This design comes from an exercise in tuning for small area, a short achievable clock period and few clock cycles on the open sky130 flow, not from production work.
Only simulation tests tie the RTL to the original design; equivalence was not proved.
Power figures rest on the tool's default switching activity, not on a simulated workload.

==> design.v <==
module Conv(
  clk,
  rst_n,
  image_valid,
  filter_valid,
  in_data,
  out_valid,
  out_data
);
input clk,rst_n,image_valid,filter_valid;
input [2:0] in_data;
output [8:0] out_data;
output logic out_valid;
function automatic [5:0] m3(input [2:0] a, input [2:0] b);
  case ({a, b})
    6'd0: m3 = 6'd0;
    6'd1: m3 = 6'd0;
    6'd2: m3 = 6'd0;
    6'd3: m3 = 6'd0;
    6'd4: m3 = 6'd0;
    6'd5: m3 = 6'd0;
    6'd6: m3 = 6'd0;
    6'd7: m3 = 6'd0;
    6'd8: m3 = 6'd0;
    6'd9: m3 = 6'd1;
    6'd10: m3 = 6'd2;
    6'd11: m3 = 6'd3;
    6'd12: m3 = 6'd4;
    6'd13: m3 = 6'd5;
    6'd14: m3 = 6'd6;
    6'd15: m3 = 6'd7;
    6'd16: m3 = 6'd0;
    6'd17: m3 = 6'd2;
    6'd18: m3 = 6'd4;
    6'd19: m3 = 6'd6;
    6'd20: m3 = 6'd8;
    6'd21: m3 = 6'd10;
    6'd22: m3 = 6'd12;
    6'd23: m3 = 6'd14;
    6'd24: m3 = 6'd0;
    6'd25: m3 = 6'd3;
    6'd26: m3 = 6'd6;
    6'd27: m3 = 6'd9;
    6'd28: m3 = 6'd12;
    6'd29: m3 = 6'd15;
    6'd30: m3 = 6'd18;
    6'd31: m3 = 6'd21;
    6'd32: m3 = 6'd0;
    6'd33: m3 = 6'd4;
    6'd34: m3 = 6'd8;
    6'd35: m3 = 6'd12;
    6'd36: m3 = 6'd16;
    6'd37: m3 = 6'd20;
    6'd38: m3 = 6'd24;
    6'd39: m3 = 6'd28;
    6'd40: m3 = 6'd0;
    6'd41: m3 = 6'd5;
    6'd42: m3 = 6'd10;
    6'd43: m3 = 6'd15;
    6'd44: m3 = 6'd20;
    6'd45: m3 = 6'd25;
    6'd46: m3 = 6'd30;
    6'd47: m3 = 6'd35;
    6'd48: m3 = 6'd0;
    6'd49: m3 = 6'd6;
    6'd50: m3 = 6'd12;
    6'd51: m3 = 6'd18;
    6'd52: m3 = 6'd24;
    6'd53: m3 = 6'd30;
    6'd54: m3 = 6'd36;
    6'd55: m3 = 6'd42;
    6'd56: m3 = 6'd0;
    6'd57: m3 = 6'd7;
    6'd58: m3 = 6'd14;
    6'd59: m3 = 6'd21;
    6'd60: m3 = 6'd28;
    6'd61: m3 = 6'd35;
    6'd62: m3 = 6'd42;
    6'd63: m3 = 6'd49;
  endcase
endfunction
logic [2:0] f [0:8];     
logic [2:0] q [0:15];    
logic [5:0] cnt;         
logic [7:0] U1_s, U1_c;
logic [8:0] U2_s, U2_c;
logic [8:0] S_s, S_c;
logic [5:0] Z;           
logic [8:0] C;           
logic [8:0] M0, M1, M2;  
logic v0, v1;            
logic codd, first, last;  
wire u1_1 = (f[0][0] & q[15][0]) ^ (f[1][0] & q[14][0]);
wire u1_2 = (f[0][0] & q[15][0]) & (f[1][0] & q[14][0]);
wire u1_3 = (f[0][0] & q[15][1]) ^ (f[0][1] & q[15][0]) ^ (f[1][0] & q[14][1]);
wire u1_4 = ((f[0][0] & q[15][1]) ^ (f[0][1] & q[15][0])) ? (f[1][0] & q[14][1]) : (f[0][0] & q[15][1]);
wire u1_5 = (f[1][1] & q[14][0]) ^ (f[2][0] & q[13][1]) ^ (f[2][1] & q[13][0]);
wire u1_6 = ((f[1][1] & q[14][0]) ^ (f[2][0] & q[13][1])) ? (f[2][1] & q[13][0]) : (f[1][1] & q[14][0]);
wire u1_7 = u1_2 ^ u1_3;
wire u1_8 = u1_2 & u1_3;
wire u1_9 = (f[0][0] & q[15][2]) ^ (f[0][1] & q[15][1]) ^ (f[0][2] & q[15][0]);
wire u1_10 = ((f[0][0] & q[15][2]) ^ (f[0][1] & q[15][1])) ? (f[0][2] & q[15][0]) : (f[0][0] & q[15][2]);
wire u1_11 = (f[1][0] & q[14][2]) ^ (f[1][1] & q[14][1]) ^ (f[1][2] & q[14][0]);
wire u1_12 = ((f[1][0] & q[14][2]) ^ (f[1][1] & q[14][1])) ? (f[1][2] & q[14][0]) : (f[1][0] & q[14][2]);
wire u1_13 = (f[2][0] & q[13][2]) ^ (f[2][1] & q[13][1]) ^ (f[2][2] & q[13][0]);
wire u1_14 = ((f[2][0] & q[13][2]) ^ (f[2][1] & q[13][1])) ? (f[2][2] & q[13][0]) : (f[2][0] & q[13][2]);
wire u1_15 = u1_4 ^ u1_6 ^ u1_11;
wire u1_16 = (u1_4 ^ u1_6) ? u1_11 : u1_4;
wire u1_17 = u1_13 ^ u1_9 ^ u1_8;
wire u1_18 = (u1_13 ^ u1_9) ? u1_8 : u1_13;
wire u1_19 = (f[0][1] & q[15][2]) ^ (f[0][2] & q[15][1]) ^ (f[1][1] & q[14][2]);
wire u1_20 = ((f[0][1] & q[15][2]) ^ (f[0][2] & q[15][1])) ? (f[1][1] & q[14][2]) : (f[0][1] & q[15][2]);
wire u1_21 = (f[1][2] & q[14][1]) ^ (f[2][1] & q[13][2]) ^ (f[2][2] & q[13][1]);
wire u1_22 = ((f[1][2] & q[14][1]) ^ (f[2][1] & q[13][2])) ? (f[2][2] & q[13][1]) : (f[1][2] & q[14][1]);
wire u1_23 = u1_10 ^ u1_12 ^ u1_14;
wire u1_24 = (u1_10 ^ u1_12) ? u1_14 : u1_10;
wire u1_25 = u1_19 ^ u1_21 ^ u1_16;
wire u1_26 = (u1_19 ^ u1_21) ? u1_16 : u1_19;
wire u1_27 = u1_23 ^ u1_18;
wire u1_28 = u1_23 & u1_18;
wire u1_29 = (f[0][2] & q[15][2]) ^ (f[1][2] & q[14][2]) ^ (f[2][2] & q[13][2]);
wire u1_30 = ((f[0][2] & q[15][2]) ^ (f[1][2] & q[14][2])) ? (f[2][2] & q[13][2]) : (f[0][2] & q[15][2]);
wire u1_31 = u1_20 ^ u1_22 ^ u1_29;
wire u1_32 = (u1_20 ^ u1_22) ? u1_29 : u1_20;
wire u1_33 = u1_24 ^ u1_31 ^ u1_28;
wire u1_34 = (u1_24 ^ u1_31) ? u1_28 : u1_24;
wire u1_35 = u1_30 ^ u1_32;
wire u1_36 = u1_30 & u1_32;
wire [7:0] u1_a = {1'b0, u1_36, u1_35, u1_26, u1_25, u1_15, u1_5, (f[2][0] & q[13][0])};
wire [7:0] u1_b = {1'b0, 1'b0, u1_34, u1_33, u1_27, u1_17, u1_7, u1_1};
wire u2_1 = U1_c[0] ^ U1_s[0] ^ (f[3][0] & q[8][0]);
wire u2_2 = (U1_c[0] ^ U1_s[0]) ? (f[3][0] & q[8][0]) : U1_c[0];
wire u2_3 = (f[4][0] & q[7][0]) ^ (f[5][0] & q[6][0]);
wire u2_4 = (f[4][0] & q[7][0]) & (f[5][0] & q[6][0]);
wire u2_5 = U1_c[1] ^ U1_s[1] ^ (f[3][0] & q[8][1]);
wire u2_6 = (U1_c[1] ^ U1_s[1]) ? (f[3][0] & q[8][1]) : U1_c[1];
wire u2_7 = (f[3][1] & q[8][0]) ^ (f[4][0] & q[7][1]) ^ (f[4][1] & q[7][0]);
wire u2_8 = ((f[3][1] & q[8][0]) ^ (f[4][0] & q[7][1])) ? (f[4][1] & q[7][0]) : (f[3][1] & q[8][0]);
wire u2_9 = (f[5][0] & q[6][1]) ^ (f[5][1] & q[6][0]) ^ u2_4;
wire u2_10 = ((f[5][0] & q[6][1]) ^ (f[5][1] & q[6][0])) ? u2_4 : (f[5][0] & q[6][1]);
wire u2_11 = u2_2 ^ u2_5 ^ u2_7;
wire u2_12 = (u2_2 ^ u2_5) ? u2_7 : u2_2;
wire u2_13 = U1_c[2] ^ U1_s[2] ^ (f[3][0] & q[8][2]);
wire u2_14 = (U1_c[2] ^ U1_s[2]) ? (f[3][0] & q[8][2]) : U1_c[2];
wire u2_15 = (f[3][1] & q[8][1]) ^ (f[3][2] & q[8][0]) ^ (f[4][0] & q[7][2]);
wire u2_16 = ((f[3][1] & q[8][1]) ^ (f[3][2] & q[8][0])) ? (f[4][0] & q[7][2]) : (f[3][1] & q[8][1]);
wire u2_17 = (f[4][1] & q[7][1]) ^ (f[4][2] & q[7][0]) ^ (f[5][0] & q[6][2]);
wire u2_18 = ((f[4][1] & q[7][1]) ^ (f[4][2] & q[7][0])) ? (f[5][0] & q[6][2]) : (f[4][1] & q[7][1]);
wire u2_19 = (f[5][1] & q[6][1]) ^ (f[5][2] & q[6][0]) ^ u2_6;
wire u2_20 = ((f[5][1] & q[6][1]) ^ (f[5][2] & q[6][0])) ? u2_6 : (f[5][1] & q[6][1]);
wire u2_21 = u2_8 ^ u2_13 ^ u2_15;
wire u2_22 = (u2_8 ^ u2_13) ? u2_15 : u2_8;
wire u2_23 = u2_17 ^ u2_10 ^ u2_12;
wire u2_24 = (u2_17 ^ u2_10) ? u2_12 : u2_17;
wire u2_25 = u2_19 ^ u2_21;
wire u2_26 = u2_19 & u2_21;
wire u2_27 = U1_c[3] ^ U1_s[3] ^ (f[3][1] & q[8][2]);
wire u2_28 = (U1_c[3] ^ U1_s[3]) ? (f[3][1] & q[8][2]) : U1_c[3];
wire u2_29 = (f[3][2] & q[8][1]) ^ (f[4][1] & q[7][2]) ^ (f[4][2] & q[7][1]);
wire u2_30 = ((f[3][2] & q[8][1]) ^ (f[4][1] & q[7][2])) ? (f[4][2] & q[7][1]) : (f[3][2] & q[8][1]);
wire u2_31 = (f[5][1] & q[6][2]) ^ (f[5][2] & q[6][1]) ^ u2_14;
wire u2_32 = ((f[5][1] & q[6][2]) ^ (f[5][2] & q[6][1])) ? u2_14 : (f[5][1] & q[6][2]);
wire u2_33 = u2_16 ^ u2_18 ^ u2_27;
wire u2_34 = (u2_16 ^ u2_18) ? u2_27 : u2_16;
wire u2_35 = u2_29 ^ u2_20 ^ u2_22;
wire u2_36 = (u2_29 ^ u2_20) ? u2_22 : u2_29;
wire u2_37 = u2_31 ^ u2_33 ^ u2_26;
wire u2_38 = (u2_31 ^ u2_33) ? u2_26 : u2_31;
wire u2_39 = u2_24 ^ u2_35;
wire u2_40 = u2_24 & u2_35;
wire u2_41 = U1_c[4] ^ U1_s[4] ^ (f[3][2] & q[8][2]);
wire u2_42 = (U1_c[4] ^ U1_s[4]) ? (f[3][2] & q[8][2]) : U1_c[4];
wire u2_43 = (f[4][2] & q[7][2]) ^ (f[5][2] & q[6][2]) ^ u2_28;
wire u2_44 = ((f[4][2] & q[7][2]) ^ (f[5][2] & q[6][2])) ? u2_28 : (f[4][2] & q[7][2]);
wire u2_45 = u2_30 ^ u2_41 ^ u2_32;
wire u2_46 = (u2_30 ^ u2_41) ? u2_32 : u2_30;
wire u2_47 = u2_34 ^ u2_43 ^ u2_36;
wire u2_48 = (u2_34 ^ u2_43) ? u2_36 : u2_34;
wire u2_49 = u2_45 ^ u2_38 ^ u2_40;
wire u2_50 = (u2_45 ^ u2_38) ? u2_40 : u2_45;
wire u2_51 = U1_c[5] ^ U1_s[5] ^ u2_42;
wire u2_52 = (U1_c[5] ^ U1_s[5]) ? u2_42 : U1_c[5];
wire u2_53 = u2_44 ^ u2_51 ^ u2_46;
wire u2_54 = (u2_44 ^ u2_51) ? u2_46 : u2_44;
wire u2_55 = u2_48 ^ u2_53;
wire u2_56 = u2_48 & u2_53;
wire u2_57 = U1_c[6] ^ U1_s[6] ^ u2_52;
wire u2_58 = (U1_c[6] ^ U1_s[6]) ? u2_52 : U1_c[6];
wire u2_59 = u2_57 ^ u2_54;
wire u2_60 = u2_57 & u2_54;
wire u2_61 = U1_c[7] ^ U1_s[7] ^ u2_58;
wire u2_62 = (U1_c[7] ^ U1_s[7]) ? u2_58 : U1_c[7];
wire [8:0] u2_a = {u2_62, u2_61, u2_56, u2_50, u2_47, u2_37, u2_25, u2_9, u2_3};
wire [8:0] u2_b = {1'b0, u2_60, u2_59, u2_55, u2_49, u2_39, u2_23, u2_11, u2_1};
wire s_1 = U2_c[0] ^ U2_s[0] ^ (f[6][0] & q[1][0]);
wire s_2 = (U2_c[0] ^ U2_s[0]) ? (f[6][0] & q[1][0]) : U2_c[0];
wire s_3 = U2_c[1] ^ U2_s[1] ^ (f[6][0] & q[1][1]);
wire s_4 = (U2_c[1] ^ U2_s[1]) ? (f[6][0] & q[1][1]) : U2_c[1];
wire s_5 = (f[6][1] & q[1][0]) ^ (f[7][0] & q[0][1]) ^ (f[7][1] & q[0][0]);
wire s_6 = ((f[6][1] & q[1][0]) ^ (f[7][0] & q[0][1])) ? (f[7][1] & q[0][0]) : (f[6][1] & q[1][0]);
wire s_7 = s_2 ^ s_3;
wire s_8 = s_2 & s_3;
wire s_9 = U2_c[2] ^ U2_s[2] ^ (f[6][0] & q[1][2]);
wire s_10 = (U2_c[2] ^ U2_s[2]) ? (f[6][0] & q[1][2]) : U2_c[2];
wire s_11 = (f[6][1] & q[1][1]) ^ (f[6][2] & q[1][0]) ^ (f[7][0] & q[0][2]);
wire s_12 = ((f[6][1] & q[1][1]) ^ (f[6][2] & q[1][0])) ? (f[7][0] & q[0][2]) : (f[6][1] & q[1][1]);
wire s_13 = (f[7][1] & q[0][1]) ^ (f[7][2] & q[0][0]) ^ s_4;
wire s_14 = ((f[7][1] & q[0][1]) ^ (f[7][2] & q[0][0])) ? s_4 : (f[7][1] & q[0][1]);
wire s_15 = s_6 ^ s_11 ^ s_9;
wire s_16 = (s_6 ^ s_11) ? s_9 : s_6;
wire s_17 = s_8 ^ s_13;
wire s_18 = s_8 & s_13;
wire s_19 = U2_c[3] ^ U2_s[3] ^ (f[6][1] & q[1][2]);
wire s_20 = (U2_c[3] ^ U2_s[3]) ? (f[6][1] & q[1][2]) : U2_c[3];
wire s_21 = (f[6][2] & q[1][1]) ^ (f[7][1] & q[0][2]) ^ (f[7][2] & q[0][1]);
wire s_22 = ((f[6][2] & q[1][1]) ^ (f[7][1] & q[0][2])) ? (f[7][2] & q[0][1]) : (f[6][2] & q[1][1]);
wire s_23 = s_10 ^ s_12 ^ s_19;
wire s_24 = (s_10 ^ s_12) ? s_19 : s_10;
wire s_25 = s_21 ^ s_14 ^ s_16;
wire s_26 = (s_21 ^ s_14) ? s_16 : s_21;
wire s_27 = s_23 ^ s_18;
wire s_28 = s_23 & s_18;
wire s_29 = U2_c[4] ^ U2_s[4] ^ (f[6][2] & q[1][2]);
wire s_30 = (U2_c[4] ^ U2_s[4]) ? (f[6][2] & q[1][2]) : U2_c[4];
wire s_31 = (f[7][2] & q[0][2]) ^ s_20 ^ s_22;
wire s_32 = ((f[7][2] & q[0][2]) ^ s_20) ? s_22 : (f[7][2] & q[0][2]);
wire s_33 = s_29 ^ s_24 ^ s_31;
wire s_34 = (s_29 ^ s_24) ? s_31 : s_29;
wire s_35 = s_28 ^ s_26;
wire s_36 = s_28 & s_26;
wire s_37 = U2_c[5] ^ U2_s[5] ^ s_30;
wire s_38 = (U2_c[5] ^ U2_s[5]) ? s_30 : U2_c[5];
wire s_39 = s_32 ^ s_37 ^ s_34;
wire s_40 = (s_32 ^ s_37) ? s_34 : s_32;
wire s_41 = U2_c[6] ^ U2_s[6] ^ s_38;
wire s_42 = (U2_c[6] ^ U2_s[6]) ? s_38 : U2_c[6];
wire s_43 = U2_c[7] ^ U2_s[7];
wire s_44 = U2_c[7] & U2_s[7];
wire s_45 = U2_c[8] ^ U2_s[8];
wire s_46 = U2_c[8] & U2_s[8];
wire [8:0] s_a = {s_44, s_43, s_41, s_36, s_33, s_25, s_15, s_5, (f[7][0] & q[0][0])};
wire [8:0] s_b = {s_45, s_42, s_40, s_39, s_35, s_27, s_17, s_7, s_1};
wire c_1 = S_c[0] ^ S_s[0];
wire c_2 = S_c[0] & S_s[0];
wire c_3 = S_c[1] ^ S_s[1] ^ Z[1];
wire c_4 = (S_c[1] ^ S_s[1]) ? Z[1] : S_c[1];
wire c_5 = S_c[2] ^ S_s[2] ^ Z[2];
wire c_6 = (S_c[2] ^ S_s[2]) ? Z[2] : S_c[2];
wire c_7 = S_c[3] ^ S_s[3] ^ Z[3];
wire c_8 = (S_c[3] ^ S_s[3]) ? Z[3] : S_c[3];
wire c_9 = S_c[4] ^ S_s[4] ^ Z[4];
wire c_10 = (S_c[4] ^ S_s[4]) ? Z[4] : S_c[4];
wire c_11 = S_c[5] ^ S_s[5] ^ Z[5];
wire c_12 = (S_c[5] ^ S_s[5]) ? Z[5] : S_c[5];
wire c_13 = S_c[6] ^ S_s[6];
wire c_14 = S_c[6] & S_s[6];
wire c_15 = S_c[7] ^ S_s[7];
wire c_16 = S_c[7] & S_s[7];
wire c_17 = S_c[8] ^ S_s[8];
wire c_18 = S_c[8] & S_s[8];
wire [8:0] c_a = {c_16, c_14, c_13, c_10, c_8, c_6, c_4, c_2, Z[0]};
wire [8:0] c_b = {c_17, c_15, c_12, c_11, c_9, c_7, c_5, c_3, c_1};
wire csum_g0_0 = c_a[0] & c_b[0];
wire csum_p0_0 = c_a[0] ^ c_b[0];
wire csum_g0_1 = c_a[1] & c_b[1];
wire csum_p0_1 = c_a[1] ^ c_b[1];
wire csum_g0_2 = c_a[2] & c_b[2];
wire csum_p0_2 = c_a[2] ^ c_b[2];
wire csum_g0_3 = c_a[3] & c_b[3];
wire csum_p0_3 = c_a[3] ^ c_b[3];
wire csum_g0_4 = c_a[4] & c_b[4];
wire csum_p0_4 = c_a[4] ^ c_b[4];
wire csum_g0_5 = c_a[5] & c_b[5];
wire csum_p0_5 = c_a[5] ^ c_b[5];
wire csum_g0_6 = c_a[6] & c_b[6];
wire csum_p0_6 = c_a[6] ^ c_b[6];
wire csum_g0_7 = c_a[7] & c_b[7];
wire csum_p0_7 = c_a[7] ^ c_b[7];
wire csum_g0_8 = c_a[8] & c_b[8];
wire csum_p0_8 = c_a[8] ^ c_b[8];
wire csum_g1_1 = csum_g0_1 | (csum_p0_1 & csum_g0_0);
wire csum_g1_2 = csum_g0_2 | (csum_p0_2 & csum_g0_1);
wire csum_p1_2 = csum_p0_2 & csum_p0_1;
wire csum_g1_3 = csum_g0_3 | (csum_p0_3 & csum_g0_2);
wire csum_p1_3 = csum_p0_3 & csum_p0_2;
wire csum_g1_4 = csum_g0_4 | (csum_p0_4 & csum_g0_3);
wire csum_p1_4 = csum_p0_4 & csum_p0_3;
wire csum_g1_5 = csum_g0_5 | (csum_p0_5 & csum_g0_4);
wire csum_p1_5 = csum_p0_5 & csum_p0_4;
wire csum_g1_6 = csum_g0_6 | (csum_p0_6 & csum_g0_5);
wire csum_p1_6 = csum_p0_6 & csum_p0_5;
wire csum_g1_7 = csum_g0_7 | (csum_p0_7 & csum_g0_6);
wire csum_p1_7 = csum_p0_7 & csum_p0_6;
wire csum_g1_8 = csum_g0_8 | (csum_p0_8 & csum_g0_7);
wire csum_p1_8 = csum_p0_8 & csum_p0_7;
wire csum_g2_2 = csum_g1_2 | (csum_p1_2 & csum_g0_0);
wire csum_g2_3 = csum_g1_3 | (csum_p1_3 & csum_g1_1);
wire csum_g2_4 = csum_g1_4 | (csum_p1_4 & csum_g1_2);
wire csum_p2_4 = csum_p1_4 & csum_p1_2;
wire csum_g2_5 = csum_g1_5 | (csum_p1_5 & csum_g1_3);
wire csum_p2_5 = csum_p1_5 & csum_p1_3;
wire csum_g2_6 = csum_g1_6 | (csum_p1_6 & csum_g1_4);
wire csum_p2_6 = csum_p1_6 & csum_p1_4;
wire csum_g2_7 = csum_g1_7 | (csum_p1_7 & csum_g1_5);
wire csum_p2_7 = csum_p1_7 & csum_p1_5;
wire csum_g2_8 = csum_g1_8 | (csum_p1_8 & csum_g1_6);
wire csum_p2_8 = csum_p1_8 & csum_p1_6;
wire csum_g3_4 = csum_g2_4 | (csum_p2_4 & csum_g0_0);
wire csum_g3_5 = csum_g2_5 | (csum_p2_5 & csum_g1_1);
wire csum_g3_6 = csum_g2_6 | (csum_p2_6 & csum_g2_2);
wire csum_g3_7 = csum_g2_7 | (csum_p2_7 & csum_g2_3);
wire csum_g3_8 = csum_g2_8 | (csum_p2_8 & csum_g2_4);
wire csum_p3_8 = csum_p2_8 & csum_p2_4;
wire csum_g4_8 = csum_g3_8 | (csum_p3_8 & csum_g0_0);
wire [8:0] csum = {(csum_p0_8 ^ csum_g3_7), (csum_p0_7 ^ csum_g3_6), (csum_p0_6 ^ csum_g3_5), (csum_p0_5 ^ csum_g3_4), (csum_p0_4 ^ csum_g2_3), (csum_p0_3 ^ csum_g2_2), (csum_p0_2 ^ csum_g1_1), (csum_p0_1 ^ csum_g0_0), csum_p0_0};
wire [2:0] cc = cnt[2:0];
wire rodd = cnt[3] ^ (cc == 3'd0);
always_ff @(posedge clk) begin
  if (filter_valid) begin
    for (int k = 0; k < 8; k++) f[k] <= f[k+1];
    f[8] <= in_data;
  end
  if (image_valid) begin
    q[0] <= in_data;
    for (int k = 1; k < 16; k++) q[k] <= q[k-1];
    U1_s <= u1_a;
    U1_c <= u1_b;
    U2_s <= u2_a;
    U2_c <= u2_b;
  end
  S_s <= s_a;
  S_c <= s_b;
  Z <= m3(f[8], in_data);
  C <= csum;
  codd  <= ~cc[0];
  first <= ~rodd & cc[0];
  last  <= rodd & ~cc[0];
end
logic [8:0] mx;
wire gt = C > M0;
always_comb mx = gt ? C : M0;
always_ff @(posedge clk) begin
  if (v1) begin
    if (codd) begin
      M0 <= M1;
      M1 <= M2;
      M2 <= mx;
    end else if (first || gt) begin
      M0 <= C;
    end
  end
end
assign out_data = M2;
wire [2:0] row = cnt[5:3];
wire [2:0] col = cnt[2:0];
always_ff @(posedge clk or negedge rst_n) begin
  if (!rst_n) begin
    cnt <= 0;
    v0 <= 0;
    v1 <= 0;
    out_valid <= 0;
  end else begin
    if (image_valid) cnt <= cnt + 1;
    v0 <= image_valid & (row[2] | row[1]) & (col[2] | col[1]);
    v1 <= v0;
    out_valid <= v1 & last;
  end
end
endmodule
==> run.sh <==
#!/bin/bash
# synth_recipe.tcl (not shown) runs the flow's synth.tcl, then flattens the netlist and writes it again
# the make line also repeats each setting of config.mk as NAME=value (left out here)
make -C /OpenROAD-flow-scripts/flow DESIGN_CONFIG=/design/flow/config.mk WORK_HOME=/design/flow/orfs CLKGATE_MAP_FILE= SYNTH_SCRIPT=/design/flow/synth_recipe.tcl finish
==> config.mk <==
export PLATFORM = sky130hd
export DESIGN_NAME = Conv
export DESIGN_NICKNAME = Conv
export VERILOG_FILES = /design/flow/design.v
export SDC_FILE = /design/flow/constraint.sdc
export NUM_CORES = 4
export LEC_CHECK = 0
export CAP_MARGIN = 20
export CORE_MARGIN = 2
export CORE_UTILIZATION = 70
export CTS_BUF_LIST = sky130_fd_sc_hd__clkbuf_8
export CTS_CLUSTER_DIAMETER = 100
export CTS_CLUSTER_SIZE = 40
export SETUP_SLACK_MARGIN = 3.5
export SLEW_MARGIN = 20
==> constraint.sdc <==
create_clock -name core_clock -period 6.0 [get_ports {clk}]
set_input_delay 1.2000 -clock core_clock [delete_from_list [all_inputs] [get_ports {clk}]]
set_output_delay 1.2000 -clock core_clock [all_outputs]
set_load 0.01 [all_outputs]
==> results.py <==
metrics = {
    "outcome": {
        "status": "no timing/DRC/antenna violations",
    },
    "timing": {
        "rsz0062_at_grt": "true",
        "setup_viol_count_final": 0,
        "relSlewSlack": 0.459,
        "worstMarginPinSlew_ns": 0.811,
        "final.setup.tns_ns": 0,
        "skew_ns": 0.0116,
        "fin_crit_sh": 0.402,
        "layout_min_cycle_time_ns": 2.41,
        "slew_viol_final": 0,
        "finalHoldViolations": 0,
        "fmax_mhz": 415,
    },
    "floorplanning": {
        "die_h_um": 113,
        "rows": 39,
        "io_pins": 17,
        "dieWidth_um": 113,
        "initial_core_util": 0.724,
        "die-area_um2": 12900,
        "core_um2": 11600,
    },
    "power": {
        "clock_power_share": 0.230,
        "p_comb_frac": 0.323,
        "p_sw_w": 0.00123,
        "internal_power_w": 0.00283,
        "p_sw_frac": 0.303,
        "power_density_nw_per_um2": 440,
        "sequentialPowerShare": 0.447,
        "p_leak_nw": 3.48,
        "peakVddDrop_mv": 0.305,
    },
    "critical_path": {
        "cpMaxStageDelayCell": "edfxtp_1",
        "crit_path_start_kind": "register",
        "crit_top_cell": "ha_1",
        "worstSetupPathType": "register to register",
        "crit_path_end_kind": "register",
        "cp_max_fo": 4,
        "worst_ep_required_time_ns": 6.20,
        "slowest_delay_ns": 0.49,
        "cp.arrival_ns": 2.61,
        "crit_chain": "and2_1 -> ha_1 -> a21oi_1 -> o21ai_0 -> maj3_1 -> ha_1 -> maj3_2",
    },
    "finish": {
        "fillerInstances": 691,
        "multi_input_area_um2": 3430,
        "fin_nets": 751,
        "area.growth.synth_to_final_pct": 10.1,
        "final_area_um2": 9220,
        "num_antenna_cells": 0,
        "mostFrequentLayoutCells": "131 x edfxtp_1, 100 x xnor2_1, 94 x nand2_1",
        "drive_gt1_frac": 0.0978,
        "seq_area_um2": 4860,
        "final_common_cell": "edfxtp_1",
    },
    "detailed_routing": {
        "wirelength_um": 14200,
        "route.detailed.drc": 0,
        "vias": 4922,
        "drt-initial-drc-count": 389,
        "first_pass_iters": 5,
        "routed_via_density": 5.73,
        "wl_per_cell_um": 16.5,
        "ant_nets": 0,
    },
    "grt": {
        "grt_start_max_net_pins": 58,
        "grtUsageTotal": 0.235,
        "grt_pass1_vias": 4749,
        "antenna_found_initial": 0,
        "grt_pass1_wl_um": 23000,
        "grt_overflow": 0,
    },
    "logic_synthesis": {
        "synth_edf_count": 131,
        "synth_area_leaders": "edfxtp_1 47%, xnor2_1 11%, dfxtp_1 8.4%, ha_1 6.0%, nand2_1 4.3%",
        "synth_top_area_frac": 0.470,
        "ys_seq_elements": 175,
        "syn_avg_cell_area_um2": 12.6,
        "ys_seq_area_frac": 0.580,
        "synth_ff_type": "edfxtp_1",
        "syn_nets": 715,
        "yosys.area.top_type": "edfxtp_1",
        "yosys_warnings": 3,
        "synthArstFlopShare": 0.0514,
        "yosysUniqueCellTypes": 42,
        "netlist_area_um2": 8370,
        "synthCells": 667,
    },
    "clock_tree": {
        "cts_root_buf": "clkbuf_8",
        "cts_buffers": 17,
        "clk_latency_ns": 0.45,
        "cts.sinks": 175,
        "htree_levels": 4,
        "path_clk_slew_ns": 0.09,
        "cts_tree": "yes",
        "clk_path_buf_depth": 2,
    },
    "min_path": {
        "worstHoldPathType": "register to register",
    },
    "placement": {
        "place_congestion": 0.840,
        "dp_hpwl_um": 9590,
        "post_dp_cell_area_um2": 8710,
        "place.port_buffers": 16,
    },
    "run": {
        "cap_violations": 0,
    },
}
## power groups by stage
stage / clock, W / sequential (W) / combinational (W)
2_1_floorplan: 0 / 0.00178 / 0.00107
3_3_place_gp: 0 / 0.00183 / 0.00125
3_5_place_dp: 0 / 0.00184 / 0.00129
4_1_cts: 0.000950 / 0.00182 / 0.00131
5_1_grt: 0.000997 / 0.00185 / 0.00147
6_report: 0.000932 / 0.00182 / 0.00131
## registers in the layout, indices dropped and copies added (netlist names), 6 cells and up
name and cells:
U1_s 7, M0 9, U2_c 8, M1 9, S_c 8, C 9, Z 6, f 27
cnt 6, S_s 9, M2 9, U1_c 6, q 48, U2_s 8
## per-layer routing
metal / vias up / GRT usage / wire length (um) / part of all wire
met5: - / 0 / 0 / 0
met4: 0 / 0.0894 / 341 / 0.024
met3: 33 / 0.0569 / 587 / 0.041
met2: 122 / 0.394 / 7140 / 0.50
met1: 2360 / 0.301 / 6120 / 0.43
li1: 2407 / - / - / -
## per-stage QoR
step	total power (W)	hold WS (ns)	cells	utilization	worst slack, ns
6_report	0.00406	0.355	859	0.797	3.59
5_1_grt	0.00432	0.363	859	0.797	3.47
4_1_cts	0.00408	0.356	855	0.792	3.51
3_5_place_dp	0.00314	0.336	823	0.753	2.86
3_3_place_gp	0.00308	0.335	823	0.753	2.94
2_1_floorplan	0.00284	0.331	667	-	3.72
## cell type report
type,instances,area share
Tap cell,143,0.0194
Clock buffer,17,0.0254
Clock inverter,15,0.0247
Sequential cell,175,0.527
Multi-Input combinational cell,460,0.372
Inverter,27,0.0110
Timing Repair Buffer,22,0.0205
## logic make-up after synthesis
kind of cell | count (synthesis) | synth area share
DFF | 175 | 0.580
and+or+nand+nor | 148 | 0.0744
xor gates and xnor gates | 135 | 0.142
AOI/OAI and AO/OA | 82 | 0.0589
adders and majority gates | 76 | 0.105
buffers and inverters | 32 | 0.0143
muxes | 19 | 0.0252
## cells in the mapped netlist, drive strengths merged (17+ instances only)
master  number
edfxtp     131
dfxtp       35
xor2        33
ha          40
nor2        23
mux2        17
a21oi       30
inv         27
nand2       96
maj3        35
o21ai       30
xnor2      102
## worst max-delay path, delay by kind of cell, from the launching register on
family | cells | cell delay [ns]
flops | 1 | 0.49
compound gates | 2 | 0.25
simple gates | 1 | 0.21
fa+ha+maj | 4 | 1.22
## worst paths after layout
check	start	endpoint	slack, ns	cells past startpoint
max	q[7][0]$_DFFE_PP_	U2_s[5]$_DFFE_PP_	3.59	7
min	v0$_DFF_PN0_	v1$_DFF_PN0_	0.35	0
max reg2reg	q[7][0]$_DFFE_PP_	U2_s[5]$_DFFE_PP_	3.59	7
min reg2reg	v0$_DFF_PN0_	v1$_DFF_PN0_	0.35	0
max in group asynchronous	rst_n	cnt[0]$_DFFE_PN0P_	4.67	1
min in group asynchronous	rst_n	cnt[3]$_DFFE_PN0P_	1.04	1
## what timing repair did
item,4_1_cts,5_1_grt
endpoints found under the setup margin,20,14
buffers inserted,0,4
resized for setup,13,9
hold buffers,0,0
Testbench counts, summed over its fixed seeds: cycles 9,600.

==> what the ideal ports hide <==
How much do the figures lean on ideal ports? The routed layout below was timed once more, with nothing changed but the port constraints.
Step 1, drivers: a clkbuf_16 drives clk and a buf_2 each remaining input, both assumed.
Step 2 adds t to the input delays and takes it off the output delays; t is the mean of the earliest and latest rising clock arrival at the registers after step 1. Input paths then give back, and output paths get back, about the clock's delay inside the block.
Three values: no drivers, after step 1, after step 2; two values: the first two.
t (ns): 0.486
setup WS [ns]: 3.588 / 3.567 / 3.137
worst setup path at the end: input to register
clock arrival spread, ns: 0.013 / 0.013
worst data-port slew with drivers (ns): 0.03
After both steps setup and hold are still met in this run. The setup slack of this run moves by -0.021 ns with the drivers and by -0.451 ns with both steps.
